This design comes from an exercise in tuning for small area on the open sky130 flow, not from production work. The RTL was checked by simulation tests, not by an equivalence proof against the original design.

==> 04-25 <==
Design butterfly_unit, start of the top module:
module butterfly_unit #(
    parameter Q_IN    = 15,
    parameter Q_DATA = 15,
    parameter Q_OUT   = 15
)(
    input  wire clk,
    input  wire reset,
    input  wire valid_in,
    input  wire signed [Q_IN:0]    a_real, a_imag,
    input  wire signed [Q_IN:0]    b_real, b_imag,
    input  wire signed [Q_DATA:0] W_real, W_imag,
    output reg valid_out,
    output reg signed [Q_OUT:0]   y0_real, y0_imag,
    output reg signed [Q_OUT:0]   y1_real, y1_imag
);
export LEC_CHECK = 0
export CAP_MARGIN = 20
export CORE_MARGIN = 2
export CORE_UTILIZATION = 40
export CTS_BUF_LIST = sky130_fd_sc_hd__clkbuf_8
export PLACE_DENSITY = 0.6
export SLEW_MARGIN = 20
export SYNTH_HIERARCHICAL = 1
create_clock -name core_clock -period 20.0 [get_ports {clk}]
standard.sh (not shown) runs the stock make flow with config.mk's settings and CLKGATE_MAP_FILE= SYNTH_SCRIPT=/design/flow/synth_recipe.tcl, a recipe that flattens the netlist after the stock synthesis.
==> flow/flow/run.sh <==
#!/bin/bash
set -o pipefail
export BUFFER_PORTS_ARGS="-buffer_cell sky130_fd_sc_hd__buf_1"
export GPL_KEEP_OVERFLOW=0
bash standard.sh > standard.log 2>&1
==> 08-26: changes against 04-25 <==
--- a/flow/design.v
+++ b/flow/design.v
@@ -199,15 +199,13 @@
   wire sel108;
   bu_sel3 us108 (.s1(s1_90), .m1(s17), .s2(s2_91), .m2(s16), .s3(s3_92), .m3(s86), .y(sel108));
   wire sel109;
   bu_sel3 us109 (.s1(s1_90), .m1(p18), .s2(s2_91), .m2(s17), .s3(s3_92), .m3(s87), .y(sel109));
   wire sel110;
   bu_sel3 us110 (.s1(s1_90), .m1(p18), .s2(s2_91), .m2(p18), .s3(s3_92), .m3(s88), .y(sel110));
-  wire sel111;
-  bu_sel3 us111 (.s1(s1_90), .m1(p18), .s2(s2_91), .m2(p18), .s3(s3_92), .m3(m389), .y(sel111));
-  wire n112 = ~sel111;
+  wire n112 = (W_real[0] | W_real[1]) & p18;
   wire s1_113 = W_real[2] & ~W_real[3];
   wire s2_114 = ~W_real[2] & W_real[3];
   wire s3_115 = W_real[2] & W_real[3];
   wire sel116;
   bu_sel3 us116 (.s1(s1_113), .m1(p1), .s2(s2_114), .m2(1'b0), .s3(s3_115), .m3(p1), .y(sel116));
   wire sel117;
@@ -241,15 +239,13 @@
   wire sel131;
   bu_sel3 us131 (.s1(s1_113), .m1(s17), .s2(s2_114), .m2(s16), .s3(s3_115), .m3(s86), .y(sel131));
   wire sel132;
   bu_sel3 us132 (.s1(s1_113), .m1(p18), .s2(s2_114), .m2(s17), .s3(s3_115), .m3(s87), .y(sel132));
   wire sel133;
   bu_sel3 us133 (.s1(s1_113), .m1(p18), .s2(s2_114), .m2(p18), .s3(s3_115), .m3(s88), .y(sel133));
-  wire sel134;
-  bu_sel3 us134 (.s1(s1_113), .m1(p18), .s2(s2_114), .m2(p18), .s3(s3_115), .m3(m389), .y(sel134));
-  wire n135 = ~sel134;
+  wire n135 = (W_real[2] | W_real[3]) & p18;
   wire s1_136 = W_real[4] & ~W_real[5];
   wire s2_137 = ~W_real[4] & W_real[5];
   wire s3_138 = W_real[4] & W_real[5];
   wire sel139;
   bu_sel3 us139 (.s1(s1_136), .m1(p1), .s2(s2_137), .m2(1'b0), .s3(s3_138), .m3(p1), .y(sel139));
   wire sel140;
@@ -283,15 +279,13 @@
   wire sel154;
   bu_sel3 us154 (.s1(s1_136), .m1(s17), .s2(s2_137), .m2(s16), .s3(s3_138), .m3(s86), .y(sel154));
   wire sel155;
   bu_sel3 us155 (.s1(s1_136), .m1(p18), .s2(s2_137), .m2(s17), .s3(s3_138), .m3(s87), .y(sel155));
   wire sel156;
   bu_sel3 us156 (.s1(s1_136), .m1(p18), .s2(s2_137), .m2(p18), .s3(s3_138), .m3(s88), .y(sel156));
-  wire sel157;
-  bu_sel3 us157 (.s1(s1_136), .m1(p18), .s2(s2_137), .m2(p18), .s3(s3_138), .m3(m389), .y(sel157));
-  wire n158 = ~sel157;
+  wire n158 = (W_real[4] | W_real[5]) & p18;
   wire s1_159 = W_real[6] & ~W_real[7];
   wire s2_160 = ~W_real[6] & W_real[7];
   wire s3_161 = W_real[6] & W_real[7];
   wire sel162;
   bu_sel3 us162 (.s1(s1_159), .m1(p1), .s2(s2_160), .m2(1'b0), .s3(s3_161), .m3(p1), .y(sel162));
   wire sel163;
@@ -325,15 +319,13 @@
   wire sel177;
   bu_sel3 us177 (.s1(s1_159), .m1(s17), .s2(s2_160), .m2(s16), .s3(s3_161), .m3(s86), .y(sel177));
   wire sel178;
   bu_sel3 us178 (.s1(s1_159), .m1(p18), .s2(s2_160), .m2(s17), .s3(s3_161), .m3(s87), .y(sel178));
   wire sel179;
   bu_sel3 us179 (.s1(s1_159), .m1(p18), .s2(s2_160), .m2(p18), .s3(s3_161), .m3(s88), .y(sel179));
-  wire sel180;
-  bu_sel3 us180 (.s1(s1_159), .m1(p18), .s2(s2_160), .m2(p18), .s3(s3_161), .m3(m389), .y(sel180));
-  wire n181 = ~sel180;
+  wire n181 = (W_real[6] | W_real[7]) & p18;
   wire s1_182 = W_real[8] & ~W_real[9];
   wire s2_183 = ~W_real[8] & W_real[9];
   wire s3_184 = W_real[8] & W_real[9];
   wire sel185;
   bu_sel3 us185 (.s1(s1_182), .m1(p1), .s2(s2_183), .m2(1'b0), .s3(s3_184), .m3(p1), .y(sel185));
   wire sel186;
@@ -367,15 +359,13 @@
   wire sel200;
   bu_sel3 us200 (.s1(s1_182), .m1(s17), .s2(s2_183), .m2(s16), .s3(s3_184), .m3(s86), .y(sel200));
   wire sel201;
   bu_sel3 us201 (.s1(s1_182), .m1(p18), .s2(s2_183), .m2(s17), .s3(s3_184), .m3(s87), .y(sel201));
   wire sel202;
   bu_sel3 us202 (.s1(s1_182), .m1(p18), .s2(s2_183), .m2(p18), .s3(s3_184), .m3(s88), .y(sel202));
-  wire sel203;
-  bu_sel3 us203 (.s1(s1_182), .m1(p18), .s2(s2_183), .m2(p18), .s3(s3_184), .m3(m389), .y(sel203));
-  wire n204 = ~sel203;
+  wire n204 = (W_real[8] | W_real[9]) & p18;
   wire s1_205 = W_real[10] & ~W_real[11];
   wire s2_206 = ~W_real[10] & W_real[11];
   wire s3_207 = W_real[10] & W_real[11];
   wire sel208;
   bu_sel3 us208 (.s1(s1_205), .m1(p1), .s2(s2_206), .m2(1'b0), .s3(s3_207), .m3(p1), .y(sel208));
   wire sel209;
@@ -409,15 +399,13 @@
   wire sel223;
   bu_sel3 us223 (.s1(s1_205), .m1(s17), .s2(s2_206), .m2(s16), .s3(s3_207), .m3(s86), .y(sel223));
   wire sel224;
   bu_sel3 us224 (.s1(s1_205), .m1(p18), .s2(s2_206), .m2(s17), .s3(s3_207), .m3(s87), .y(sel224));
   wire sel225;
   bu_sel3 us225 (.s1(s1_205), .m1(p18), .s2(s2_206), .m2(p18), .s3(s3_207), .m3(s88), .y(sel225));
-  wire sel226;
-  bu_sel3 us226 (.s1(s1_205), .m1(p18), .s2(s2_206), .m2(p18), .s3(s3_207), .m3(m389), .y(sel226));
-  wire n227 = ~sel226;
+  wire n227 = (W_real[10] | W_real[11]) & p18;
   wire s1_228 = W_real[12] & ~W_real[13];
   wire s2_229 = ~W_real[12] & W_real[13];
   wire s3_230 = W_real[12] & W_real[13];
   wire sel231;
   bu_sel3 us231 (.s1(s1_228), .m1(p1), .s2(s2_229), .m2(1'b0), .s3(s3_230), .m3(p1), .y(sel231));
   wire sel232;
@@ -451,15 +439,13 @@
   wire sel246;
   bu_sel3 us246 (.s1(s1_228), .m1(s17), .s2(s2_229), .m2(s16), .s3(s3_230), .m3(s86), .y(sel246));
   wire sel247;
   bu_sel3 us247 (.s1(s1_228), .m1(p18), .s2(s2_229), .m2(s17), .s3(s3_230), .m3(s87), .y(sel247));
   wire sel248;
   bu_sel3 us248 (.s1(s1_228), .m1(p18), .s2(s2_229), .m2(p18), .s3(s3_230), .m3(s88), .y(sel248));
-  wire sel249;
-  bu_sel3 us249 (.s1(s1_228), .m1(p18), .s2(s2_229), .m2(p18), .s3(s3_230), .m3(m389), .y(sel249));
-  wire n250 = ~sel249;
+  wire n250 = (W_real[12] | W_real[13]) & p18;
   wire two251 = W_real[15] & ~W_real[14];
   wire t252 = p1 ^ W_real[15];
   wire t253 = s3 ^ W_real[15];
   wire t254 = s4 ^ W_real[15];
   wire t255 = s5 ^ W_real[15];
   wire t256 = s6 ^ W_real[15];
@@ -851,15 +837,13 @@
   wire sel469;
   bu_sel3 us469 (.s1(s1_451), .m1(s69), .s2(s2_452), .m2(s68), .s3(s3_453), .m3(s447), .y(sel469));
   wire sel470;
   bu_sel3 us470 (.s1(s1_451), .m1(p70), .s2(s2_452), .m2(s69), .s3(s3_453), .m3(s448), .y(sel470));
   wire sel471;
   bu_sel3 us471 (.s1(s1_451), .m1(p70), .s2(s2_452), .m2(p70), .s3(s3_453), .m3(s449), .y(sel471));
-  wire sel472;
-  bu_sel3 us472 (.s1(s1_451), .m1(p70), .s2(s2_452), .m2(p70), .s3(s3_453), .m3(m3450), .y(sel472));
-  wire n473 = ~sel472;
+  wire n473 = (b_imag[0] | b_imag[1]) & p70;
   wire s1_474 = b_imag[2] & ~b_imag[3];
   wire s2_475 = ~b_imag[2] & b_imag[3];
   wire s3_476 = b_imag[2] & b_imag[3];
   wire sel477;
   bu_sel3 us477 (.s1(s1_474), .m1(p53), .s2(s2_475), .m2(1'b0), .s3(s3_476), .m3(p53), .y(sel477));
   wire sel478;
@@ -893,15 +877,13 @@
   wire sel492;
   bu_sel3 us492 (.s1(s1_474), .m1(s69), .s2(s2_475), .m2(s68), .s3(s3_476), .m3(s447), .y(sel492));
   wire sel493;
   bu_sel3 us493 (.s1(s1_474), .m1(p70), .s2(s2_475), .m2(s69), .s3(s3_476), .m3(s448), .y(sel493));
   wire sel494;
   bu_sel3 us494 (.s1(s1_474), .m1(p70), .s2(s2_475), .m2(p70), .s3(s3_476), .m3(s449), .y(sel494));
-  wire sel495;
-  bu_sel3 us495 (.s1(s1_474), .m1(p70), .s2(s2_475), .m2(p70), .s3(s3_476), .m3(m3450), .y(sel495));
-  wire n496 = ~sel495;
+  wire n496 = (b_imag[2] | b_imag[3]) & p70;
   wire s1_497 = b_imag[4] & ~b_imag[5];
   wire s2_498 = ~b_imag[4] & b_imag[5];
   wire s3_499 = b_imag[4] & b_imag[5];
   wire sel500;
   bu_sel3 us500 (.s1(s1_497), .m1(p53), .s2(s2_498), .m2(1'b0), .s3(s3_499), .m3(p53), .y(sel500));
   wire sel501;
@@ -935,15 +917,13 @@
   wire sel515;
   bu_sel3 us515 (.s1(s1_497), .m1(s69), .s2(s2_498), .m2(s68), .s3(s3_499), .m3(s447), .y(sel515));
   wire sel516;
   bu_sel3 us516 (.s1(s1_497), .m1(p70), .s2(s2_498), .m2(s69), .s3(s3_499), .m3(s448), .y(sel516));
   wire sel517;
   bu_sel3 us517 (.s1(s1_497), .m1(p70), .s2(s2_498), .m2(p70), .s3(s3_499), .m3(s449), .y(sel517));
-  wire sel518;
-  bu_sel3 us518 (.s1(s1_497), .m1(p70), .s2(s2_498), .m2(p70), .s3(s3_499), .m3(m3450), .y(sel518));
-  wire n519 = ~sel518;
+  wire n519 = (b_imag[4] | b_imag[5]) & p70;
   wire s1_520 = b_imag[6] & ~b_imag[7];
   wire s2_521 = ~b_imag[6] & b_imag[7];
   wire s3_522 = b_imag[6] & b_imag[7];
   wire sel523;
   bu_sel3 us523 (.s1(s1_520), .m1(p53), .s2(s2_521), .m2(1'b0), .s3(s3_522), .m3(p53), .y(sel523));
   wire sel524;
@@ -977,15 +957,13 @@
   wire sel538;
   bu_sel3 us538 (.s1(s1_520), .m1(s69), .s2(s2_521), .m2(s68), .s3(s3_522), .m3(s447), .y(sel538));
   wire sel539;
   bu_sel3 us539 (.s1(s1_520), .m1(p70), .s2(s2_521), .m2(s69), .s3(s3_522), .m3(s448), .y(sel539));
   wire sel540;
   bu_sel3 us540 (.s1(s1_520), .m1(p70), .s2(s2_521), .m2(p70), .s3(s3_522), .m3(s449), .y(sel540));
-  wire sel541;
-  bu_sel3 us541 (.s1(s1_520), .m1(p70), .s2(s2_521), .m2(p70), .s3(s3_522), .m3(m3450), .y(sel541));
-  wire n542 = ~sel541;
+  wire n542 = (b_imag[6] | b_imag[7]) & p70;
   wire s1_543 = b_imag[8] & ~b_imag[9];
   wire s2_544 = ~b_imag[8] & b_imag[9];
   wire s3_545 = b_imag[8] & b_imag[9];
   wire sel546;
   bu_sel3 us546 (.s1(s1_543), .m1(p53), .s2(s2_544), .m2(1'b0), .s3(s3_545), .m3(p53), .y(sel546));
   wire sel547;
@@ -1019,15 +997,13 @@
   wire sel561;
   bu_sel3 us561 (.s1(s1_543), .m1(s69), .s2(s2_544), .m2(s68), .s3(s3_545), .m3(s447), .y(sel561));
   wire sel562;
   bu_sel3 us562 (.s1(s1_543), .m1(p70), .s2(s2_544), .m2(s69), .s3(s3_545), .m3(s448), .y(sel562));
   wire sel563;
   bu_sel3 us563 (.s1(s1_543), .m1(p70), .s2(s2_544), .m2(p70), .s3(s3_545), .m3(s449), .y(sel563));
-  wire sel564;
-  bu_sel3 us564 (.s1(s1_543), .m1(p70), .s2(s2_544), .m2(p70), .s3(s3_545), .m3(m3450), .y(sel564));
-  wire n565 = ~sel564;
+  wire n565 = (b_imag[8] | b_imag[9]) & p70;
   wire s1_566 = b_imag[10] & ~b_imag[11];
   wire s2_567 = ~b_imag[10] & b_imag[11];
   wire s3_568 = b_imag[10] & b_imag[11];
   wire sel569;
   bu_sel3 us569 (.s1(s1_566), .m1(p53), .s2(s2_567), .m2(1'b0), .s3(s3_568), .m3(p53), .y(sel569));
   wire sel570;
@@ -1061,15 +1037,13 @@
   wire sel584;
   bu_sel3 us584 (.s1(s1_566), .m1(s69), .s2(s2_567), .m2(s68), .s3(s3_568), .m3(s447), .y(sel584));
   wire sel585;
   bu_sel3 us585 (.s1(s1_566), .m1(p70), .s2(s2_567), .m2(s69), .s3(s3_568), .m3(s448), .y(sel585));
   wire sel586;
   bu_sel3 us586 (.s1(s1_566), .m1(p70), .s2(s2_567), .m2(p70), .s3(s3_568), .m3(s449), .y(sel586));
-  wire sel587;
-  bu_sel3 us587 (.s1(s1_566), .m1(p70), .s2(s2_567), .m2(p70), .s3(s3_568), .m3(m3450), .y(sel587));
-  wire n588 = ~sel587;
+  wire n588 = (b_imag[10] | b_imag[11]) & p70;
   wire s1_589 = b_imag[12] & ~b_imag[13];
   wire s2_590 = ~b_imag[12] & b_imag[13];
   wire s3_591 = b_imag[12] & b_imag[13];
   wire sel592;
   bu_sel3 us592 (.s1(s1_589), .m1(p53), .s2(s2_590), .m2(1'b0), .s3(s3_591), .m3(p53), .y(sel592));
   wire sel593;
@@ -1103,15 +1077,13 @@
   wire sel607;
   bu_sel3 us607 (.s1(s1_589), .m1(s69), .s2(s2_590), .m2(s68), .s3(s3_591), .m3(s447), .y(sel607));
   wire sel608;
   bu_sel3 us608 (.s1(s1_589), .m1(p70), .s2(s2_590), .m2(s69), .s3(s3_591), .m3(s448), .y(sel608));
   wire sel609;
   bu_sel3 us609 (.s1(s1_589), .m1(p70), .s2(s2_590), .m2(p70), .s3(s3_591), .m3(s449), .y(sel609));
-  wire sel610;
-  bu_sel3 us610 (.s1(s1_589), .m1(p70), .s2(s2_590), .m2(p70), .s3(s3_591), .m3(m3450), .y(sel610));
-  wire n611 = ~sel610;
+  wire n611 = (b_imag[12] | b_imag[13]) & p70;
   wire two612 = b_imag[15] & ~b_imag[14];
   wire t613 = p53 ^ b_imag[15];
   wire t614 = s55 ^ b_imag[15];
   wire t615 = s56 ^ b_imag[15];
   wire t616 = s57 ^ b_imag[15];
   wire t617 = s58 ^ b_imag[15];
@@ -1605,15 +1577,13 @@
   wire sel909;
   bu_sel3 us909 (.s1(s1_891), .m1(s51), .s2(s2_892), .m2(s50), .s3(s3_893), .m3(s887), .y(sel909));
   wire sel910;
   bu_sel3 us910 (.s1(s1_891), .m1(p52), .s2(s2_892), .m2(s51), .s3(s3_893), .m3(s888), .y(sel910));
   wire sel911;
   bu_sel3 us911 (.s1(s1_891), .m1(p52), .s2(s2_892), .m2(p52), .s3(s3_893), .m3(s889), .y(sel911));
-  wire sel912;
-  bu_sel3 us912 (.s1(s1_891), .m1(p52), .s2(s2_892), .m2(p52), .s3(s3_893), .m3(m3890), .y(sel912));
-  wire n913 = ~sel912;
+  wire n913 = (b_real[0] | b_real[1]) & p52;
   wire s1_914 = b_real[2] & ~b_real[3];
   wire s2_915 = ~b_real[2] & b_real[3];
   wire s3_916 = b_real[2] & b_real[3];
   wire sel917;
   bu_sel3 us917 (.s1(s1_914), .m1(p35), .s2(s2_915), .m2(1'b0), .s3(s3_916), .m3(p35), .y(sel917));
   wire sel918;
@@ -1647,15 +1617,13 @@
   wire sel932;
   bu_sel3 us932 (.s1(s1_914), .m1(s51), .s2(s2_915), .m2(s50), .s3(s3_916), .m3(s887), .y(sel932));
   wire sel933;
   bu_sel3 us933 (.s1(s1_914), .m1(p52), .s2(s2_915), .m2(s51), .s3(s3_916), .m3(s888), .y(sel933));
   wire sel934;
   bu_sel3 us934 (.s1(s1_914), .m1(p52), .s2(s2_915), .m2(p52), .s3(s3_916), .m3(s889), .y(sel934));
-  wire sel935;
-  bu_sel3 us935 (.s1(s1_914), .m1(p52), .s2(s2_915), .m2(p52), .s3(s3_916), .m3(m3890), .y(sel935));
-  wire n936 = ~sel935;
+  wire n936 = (b_real[2] | b_real[3]) & p52;
   wire s1_937 = b_real[4] & ~b_real[5];
   wire s2_938 = ~b_real[4] & b_real[5];
   wire s3_939 = b_real[4] & b_real[5];
   wire sel940;
   bu_sel3 us940 (.s1(s1_937), .m1(p35), .s2(s2_938), .m2(1'b0), .s3(s3_939), .m3(p35), .y(sel940));
   wire sel941;
@@ -1689,15 +1657,13 @@
   wire sel955;
   bu_sel3 us955 (.s1(s1_937), .m1(s51), .s2(s2_938), .m2(s50), .s3(s3_939), .m3(s887), .y(sel955));
   wire sel956;
   bu_sel3 us956 (.s1(s1_937), .m1(p52), .s2(s2_938), .m2(s51), .s3(s3_939), .m3(s888), .y(sel956));
   wire sel957;
   bu_sel3 us957 (.s1(s1_937), .m1(p52), .s2(s2_938), .m2(p52), .s3(s3_939), .m3(s889), .y(sel957));
-  wire sel958;
-  bu_sel3 us958 (.s1(s1_937), .m1(p52), .s2(s2_938), .m2(p52), .s3(s3_939), .m3(m3890), .y(sel958));
-  wire n959 = ~sel958;
+  wire n959 = (b_real[4] | b_real[5]) & p52;
   wire s1_960 = b_real[6] & ~b_real[7];
   wire s2_961 = ~b_real[6] & b_real[7];
   wire s3_962 = b_real[6] & b_real[7];
   wire sel963;
   bu_sel3 us963 (.s1(s1_960), .m1(p35), .s2(s2_961), .m2(1'b0), .s3(s3_962), .m3(p35), .y(sel963));
   wire sel964;
@@ -1731,15 +1697,13 @@
   wire sel978;
   bu_sel3 us978 (.s1(s1_960), .m1(s51), .s2(s2_961), .m2(s50), .s3(s3_962), .m3(s887), .y(sel978));
   wire sel979;
   bu_sel3 us979 (.s1(s1_960), .m1(p52), .s2(s2_961), .m2(s51), .s3(s3_962), .m3(s888), .y(sel979));
   wire sel980;
   bu_sel3 us980 (.s1(s1_960), .m1(p52), .s2(s2_961), .m2(p52), .s3(s3_962), .m3(s889), .y(sel980));
-  wire sel981;
-  bu_sel3 us981 (.s1(s1_960), .m1(p52), .s2(s2_961), .m2(p52), .s3(s3_962), .m3(m3890), .y(sel981));
-  wire n982 = ~sel981;
+  wire n982 = (b_real[6] | b_real[7]) & p52;
   wire s1_983 = b_real[8] & ~b_real[9];
   wire s2_984 = ~b_real[8] & b_real[9];
   wire s3_985 = b_real[8] & b_real[9];
   wire sel986;
   bu_sel3 us986 (.s1(s1_983), .m1(p35), .s2(s2_984), .m2(1'b0), .s3(s3_985), .m3(p35), .y(sel986));
   wire sel987;
@@ -1773,15 +1737,13 @@
   wire sel1001;
   bu_sel3 us1001 (.s1(s1_983), .m1(s51), .s2(s2_984), .m2(s50), .s3(s3_985), .m3(s887), .y(sel1001));
   wire sel1002;
   bu_sel3 us1002 (.s1(s1_983), .m1(p52), .s2(s2_984), .m2(s51), .s3(s3_985), .m3(s888), .y(sel1002));
   wire sel1003;
   bu_sel3 us1003 (.s1(s1_983), .m1(p52), .s2(s2_984), .m2(p52), .s3(s3_985), .m3(s889), .y(sel1003));
-  wire sel1004;
-  bu_sel3 us1004 (.s1(s1_983), .m1(p52), .s2(s2_984), .m2(p52), .s3(s3_985), .m3(m3890), .y(sel1004));
-  wire n1005 = ~sel1004;
+  wire n1005 = (b_real[8] | b_real[9]) & p52;
   wire s1_1006 = b_real[10] & ~b_real[11];
   wire s2_1007 = ~b_real[10] & b_real[11];
   wire s3_1008 = b_real[10] & b_real[11];
   wire sel1009;
   bu_sel3 us1009 (.s1(s1_1006), .m1(p35), .s2(s2_1007), .m2(1'b0), .s3(s3_1008), .m3(p35), .y(sel1009));
   wire sel1010;
@@ -1815,15 +1777,13 @@
   wire sel1024;
   bu_sel3 us1024 (.s1(s1_1006), .m1(s51), .s2(s2_1007), .m2(s50), .s3(s3_1008), .m3(s887), .y(sel1024));
   wire sel1025;
   bu_sel3 us1025 (.s1(s1_1006), .m1(p52), .s2(s2_1007), .m2(s51), .s3(s3_1008), .m3(s888), .y(sel1025));
   wire sel1026;
   bu_sel3 us1026 (.s1(s1_1006), .m1(p52), .s2(s2_1007), .m2(p52), .s3(s3_1008), .m3(s889), .y(sel1026));
-  wire sel1027;
-  bu_sel3 us1027 (.s1(s1_1006), .m1(p52), .s2(s2_1007), .m2(p52), .s3(s3_1008), .m3(m3890), .y(sel1027));
-  wire n1028 = ~sel1027;
+  wire n1028 = (b_real[10] | b_real[11]) & p52;
   wire s1_1029 = b_real[12] & ~b_real[13];
   wire s2_1030 = ~b_real[12] & b_real[13];
   wire s3_1031 = b_real[12] & b_real[13];
   wire sel1032;
   bu_sel3 us1032 (.s1(s1_1029), .m1(p35), .s2(s2_1030), .m2(1'b0), .s3(s3_1031), .m3(p35), .y(sel1032));
   wire sel1033;
@@ -1857,15 +1817,13 @@
   wire sel1047;
   bu_sel3 us1047 (.s1(s1_1029), .m1(s51), .s2(s2_1030), .m2(s50), .s3(s3_1031), .m3(s887), .y(sel1047));
   wire sel1048;
   bu_sel3 us1048 (.s1(s1_1029), .m1(p52), .s2(s2_1030), .m2(s51), .s3(s3_1031), .m3(s888), .y(sel1048));
   wire sel1049;
   bu_sel3 us1049 (.s1(s1_1029), .m1(p52), .s2(s2_1030), .m2(p52), .s3(s3_1031), .m3(s889), .y(sel1049));
-  wire sel1050;
-  bu_sel3 us1050 (.s1(s1_1029), .m1(p52), .s2(s2_1030), .m2(p52), .s3(s3_1031), .m3(m3890), .y(sel1050));
-  wire n1051 = ~sel1050;
+  wire n1051 = (b_real[12] | b_real[13]) & p52;
   wire two1052 = b_real[15] & ~b_real[14];
   wire t1053 = p35 ^ b_real[15];
   wire t1054 = s37 ^ b_real[15];
   wire t1055 = s38 ^ b_real[15];
   wire t1056 = s39 ^ b_real[15];
   wire t1057 = s40 ^ b_real[15];
==> flow/flow/run.sh (replaced) <==
#!/bin/bash
set -o pipefail
export BUFFER_PORTS_ARGS="-buffer_cell sky130_fd_sc_hd__buf_1"
export GPL_KEEP_OVERFLOW=0
export SETUP_MOVE_SEQUENCE="unbuffer,sizeup,swap"
bash standard.sh > standard.log 2>&1
==> summary.txt <==
Run status
  • Outcome: timing/DRC/antenna clean

Clock network
  • CTS resizes: 25

Global route
  • Largest net degree at the start of global routing: 58

Floorplanning
  • CORE AREA: 50000 um^2

Logic synthesis
  • XOR/XNOR Fraction of Synth Area: 4.23%

Finish
  • Non-clock buffers: 193
(the above is from 04-25)
==> summary.txt <==
Floorplanning
  • CORE AREA: 49900 um^2

Timing
  • Endpoints failing hold: 0

Clock network
  • CTS resizes: 48

Logic synthesis
  • Area share of the largest cell type after synthesis: 53.7%

Global route
  • Largest net degree at the start of global routing: 45

Finish
  • Non-clock buffers: 170

Run status
  • Outcome: timing/DRC/antenna clean
(the above is from 08-26)

## afterwards: timing with drivers on the ports
The flow's constraints put no driver on any port. The routed layouts listed below were extracted and timed again, unchanged, in two steps. Step 1 assumes that a clkbuf_16 drives the clock port and a buf_2 every other input. Step 2 times the ports against the registers' clock, not the clock port: input delays grow and output delays shrink by t, the midpoint of the rising clock arrivals with the driver on. a / b / c = ideal ports / drivers / drivers and shift; a / b = the first two.
run | t, ns | slack for setup (ns) | hold slack, ns | worst register clock-pin slew, ns
04-25 | 0.369 | 0.407 / 0.421 / 0.052 | 0.509 / 0.509 / 0.509 | 0.08 / 0.08
08-26 | 0.397 | 0.467 / 0.487 / 0.090 | 0.508 / 0.508 / 0.508 | 0.08 / 0.08
After both steps setup and hold are still met in every run listed. For 08-26, which loses most, drivers alone change the setup slack by +0.020 ns; drivers and shift together by -0.377 ns.
